This design comes from an exercise in tuning for small area on the open sky130 flow, not from production work.
At most, simulation tests tie the RTL to the original design; equivalence was not proved.
Power figures rest on the tool's default switching activity, not on a simulated workload.

Design flappyBird, start of the top module:
module flappyBird
	(
		clk,
		resetn,    
		flap_n,    
		x,
		y,
		colour,
		plot,
		HEX0,
		HEX1
	);
clock: 10.0 ns
lec_check: 0
cap_margin: 20
core_margin: 2
core_utilization: 40
slew_margin: 20
standard.sh (not shown) runs the stock make flow with config.mk's settings and CLKGATE_MAP_FILE= SYNTH_SCRIPT=/design/flow/synth_recipe.tcl, a recipe that flattens the netlist after the stock synthesis.
==> flow/flow/run.sh <==
#!/bin/bash
# The standard layout (standard.sh), with two changes: the port buffers
# that global placement inserts are the smallest buffer (buf_1), and the
# clock tree is built from clkbuf_8 without dummy loads. Everything the
# flow prints goes to standard.log in the work folder.
set -euo pipefail
export BUFFER_PORTS_ARGS="-buffer_cell sky130_fd_sc_hd__buf_1"
export RECOVER_POWER=100
export CTS_ARGS="-sink_clustering_enable -repair_clock_nets -buf_list sky130_fd_sc_hd__clkbuf_8 -dont_use_dummy_load"
bash standard.sh > standard.log 2>&1
The baseline completed and failed the layout checks on max-capacitance violations, max-slew violations.
Rerun with:
--- a/flow/flow/run.sh
+++ b/flow/flow/run.sh
@@ -6,5 +6,4 @@
 set -euo pipefail
 export BUFFER_PORTS_ARGS="-buffer_cell sky130_fd_sc_hd__buf_1"
-export RECOVER_POWER=100
 export CTS_ARGS="-sink_clustering_enable -repair_clock_nets -buf_list sky130_fd_sc_hd__clkbuf_8 -dont_use_dummy_load"
 bash standard.sh > standard.log 2>&1
Outcome: This time the run ran to the end with no violations. Register-to-register slack is better by 0.91 ns. Via count climbs by 0.67%. Design area went up by 0.54%. Die area stays the same.
Rerun with:
Settings changed: CORE_UTILIZATION 40 to 55, PLACE_DENSITY set to 0.7.
Outcome: Setup slack got worse by 0.065 ns; power fell by 0.52%; sequential power stays flat; global-route usage rose by 5.7 points; utilization rose by 16 points; final area fell by 0.88%; clock power fell by about 2%; routed wire length rose by 0.82%; final cell count fell by 4.7%; synthesized cell count stays the same; count of clock-buffer cells in the layout does not change.
Rerun with:
==> flow/flow/run.sh (replaced) <==
#!/bin/bash
# The standard layout (standard.sh), with these changes: the port buffers
# that global placement inserts are the smallest buffer (buf_1); the clock
# tree is built from clkbuf_8 without dummy loads; after global routing,
# gates off the critical paths are downsized (RECOVER_POWER) and
# flow/post_grt.tcl repairs slew and capacitance again. Everything the flow
# prints goes to standard.log in the work folder.
set -euo pipefail
export BUFFER_PORTS_ARGS="-buffer_cell sky130_fd_sc_hd__buf_1"
export CTS_ARGS="-sink_clustering_enable -repair_clock_nets -buf_list sky130_fd_sc_hd__clkbuf_8 -dont_use_dummy_load"
export RECOVER_POWER=100
export POST_GLOBAL_ROUTE_TCL="$PWD/flow/post_grt.tcl"
bash standard.sh > standard.log 2>&1
==> flow/flow/post_grt.tcl (new file) <==
# After power recovery has downsized gates off the critical paths, repair
# any max-slew or max-capacitance violation that left, as the standard
# global route step does after its own repairs.
log_cmd estimate_parasitics -global_routing
repair_design_helper
log_cmd global_route -start_incremental
log_cmd detailed_placement
log_cmd global_route -end_incremental
Settings changed: CORE_UTILIZATION 55 to 40, PLACE_DENSITY 0.7 to unset.
After rerunning: Core utilization went down by 16 points; total power went up by 0.54%; setup slack is worse by 0.060 ns.

========
flappyBird, a different RTL version from the one above (not shown whole).
Size: about 8100 um2 of cells after synthesis.
clock: 10.0 ns
lec_check: 0
cap_margin: 20
core_margin: 2
core_utilization: 40
slew_margin: 20
==> flow/flow/run.sh <==
#!/bin/bash
# The standard layout (standard.sh), with two changes: the port buffers
# that global placement inserts are the smallest buffer (buf_1), and the
# clock tree is built from clkbuf_4 without dummy loads. Everything the
# flow prints goes to standard.log in the work folder.
set -euo pipefail
export BUFFER_PORTS_ARGS="-buffer_cell sky130_fd_sc_hd__buf_1"
export CTS_ARGS="-sink_clustering_enable -repair_clock_nets -buf_list sky130_fd_sc_hd__clkbuf_4 -dont_use_dummy_load"
bash standard.sh > standard.log 2>&1
The starting point passed the timing, design-rule and antenna checks.
Then changed:
==> flow/run.sh (new file) <==
#!/bin/bash
# synth_recipe.tcl (not shown) runs the flow's synth.tcl, then flattens the netlist and writes it again
# the make line also repeats each setting of config.mk as NAME=value (left out here)
make -C /OpenROAD-flow-scripts/flow DESIGN_CONFIG=/design/flow/config.mk WORK_HOME=/design/flow/orfs CLKGATE_MAP_FILE= SYNTH_SCRIPT=/design/flow/synth_recipe.tcl finish
--- a/flow/config.mk
+++ b/flow/config.mk
@@ -10,2 +10,3 @@
 export CORE_UTILIZATION = 40
+export CTS_BUF_LIST = sky130_fd_sc_hd__clkbuf_4 sky130_fd_sc_hd__clkbuf_8
 export SLEW_MARGIN = 20
removed: flow/flow/run.sh
removed: flow/standard.sh
The new run went through all stages and came out clean.
Design area went up by 5.5%.
Count of clock-buffer cells in the layout stays the same.
Wire length rose by 1.8%.
Setup slack got worse by 300 ps.
Global-route usage goes up by 0.30 points.
Via count climbs by 1.1%.
Register-to-register slack got worse by 240 ps.
Worst hold slack loses 12 ps.
Maximum frequency decreases by 4.8%.
Then changed:
--- a/flow/config.mk
+++ b/flow/config.mk
@@ -10,3 +10,4 @@
 export CORE_UTILIZATION = 40
-export CTS_BUF_LIST = sky130_fd_sc_hd__clkbuf_4 sky130_fd_sc_hd__clkbuf_8
+export CTS_BUF_LIST = sky130_fd_sc_hd__clkbuf_4
+export CTS_CLUSTER_SIZE = 12
 export SLEW_MARGIN = 20
- worst setup slack is worse by 130 ps
- clock-buffer cell count does not change
- cell area falls by 1.2%
- utilization falls by 0.52 points
- die area is unchanged
No run of this note included a check of the RTL's function; only the layout flow was run.

========
Another version of the RTL of flappyBird (not shown whole).
Size: about 920 cells after synthesis, about 100 flip-flops, ~36 I/O pins.
==> flow/config.mk <==
export PLATFORM = sky130hd
export DESIGN_NAME = flappyBird
export DESIGN_NICKNAME = flappyBird
export VERILOG_FILES = /design/flow/design.v
export SDC_FILE = /design/flow/constraint.sdc
export NUM_CORES = 4
export LEC_CHECK = 0
export CAP_MARGIN = 20
export CORE_MARGIN = 2
export CORE_UTILIZATION = 40
export SLEW_MARGIN = 20
==> flow/constraint.sdc <==
create_clock -name core_clock -period 10.0 [get_ports {clk}]
set_input_delay 2.0000 -clock core_clock [delete_from_list [all_inputs] [get_ports {clk}]]
set_output_delay 2.0000 -clock core_clock [all_outputs]
set_load 0.01 [all_outputs]
==> flow/flow/run.sh <==
#!/bin/bash
# The standard layout (standard.sh), with two changes: the port buffers
# that global placement inserts are the smallest buffer (buf_1), and the
# clock tree is built from clkbuf_8 without dummy loads. Everything the
# flow prints goes to standard.log in the work folder.
set -euo pipefail
export BUFFER_PORTS_ARGS="-buffer_cell sky130_fd_sc_hd__buf_1"
export CTS_ARGS="-sink_clustering_enable -repair_clock_nets -buf_list sky130_fd_sc_hd__clkbuf_8 -dont_use_dummy_load"
bash standard.sh > standard.log 2>&1
Edit:
==> flow/flow/run.sh (replaced) <==
#!/bin/bash
# The standard layout (standard.sh), with two changes: the port buffers
# that global placement inserts are the smallest buffer (buf_1), and the
# clock tree is built from clkbuf_4 without dummy loads. Everything the
# flow prints goes to standard.log in the work folder.
set -euo pipefail
export BUFFER_PORTS_ARGS="-buffer_cell sky130_fd_sc_hd__buf_1"
export CTS_ARGS="-sink_clustering_enable -repair_clock_nets -buf_list {sky130_fd_sc_hd__clkbuf_4 sky130_fd_sc_hd__clkbuf_8} -dont_use_dummy_load"
bash standard.sh > standard.log 2>&1
Result: Power does not change. Via count stays the same. Final area does not change. Cell count does not change. Worst hold slack is unchanged. Clock power barely changes. Combinational power hardly moves. Sequential share of layout area is unchanged. Wire length stays the same.

-- afterwards: timing with drivers on the ports --
Ports are ideal in the flow. The routed layouts listed here were re-timed in OpenROAD.
Step 1, drivers: a clkbuf_16 drives clk and a buf_2 each remaining input, both assumed.
Step 2 moves the port delays by t, midway between the first and last clock arrival at a register: inputs arrive t later, outputs are due t later. That takes back most of the time a late clock gives input paths.
Slacks: ideal / step 1 / step 2; pairs: ideal / step 1.
run	t, ns	setup WS [ns]	worst setup path at the end	worst slew at a driven data input, ns	pins driven straight from the clock port
the first run of note 1	0.414	4.284 / 4.284 / 4.284	register to register	0.03	1
the second run of note 1	0.415	4.738 / 4.702 / 5.118	register to output	0.03	1
the third run of note 1	0.407	4.673 / 4.630 / 5.037	register to output	0.03	1
the fourth run of note 1	0.415	4.613 / 4.603 / 4.613	register to register	0.03	1
the first run of note 2	0.561	3.992 / 3.950 / 4.512	register to output	0.04	1
the second run of note 2	0.490	3.689 / 3.648 / 4.138	register to output	0.05	1
the third run of note 2	0.573	3.563 / 3.524 / 4.097	register to output	0.05	1
the first run of note 3	0.409	4.531 / 4.495 / 4.904	register to output	0.03	1
the second run of note 3	0.409	4.531 / 4.495 / 4.904	register to output	0.03	1
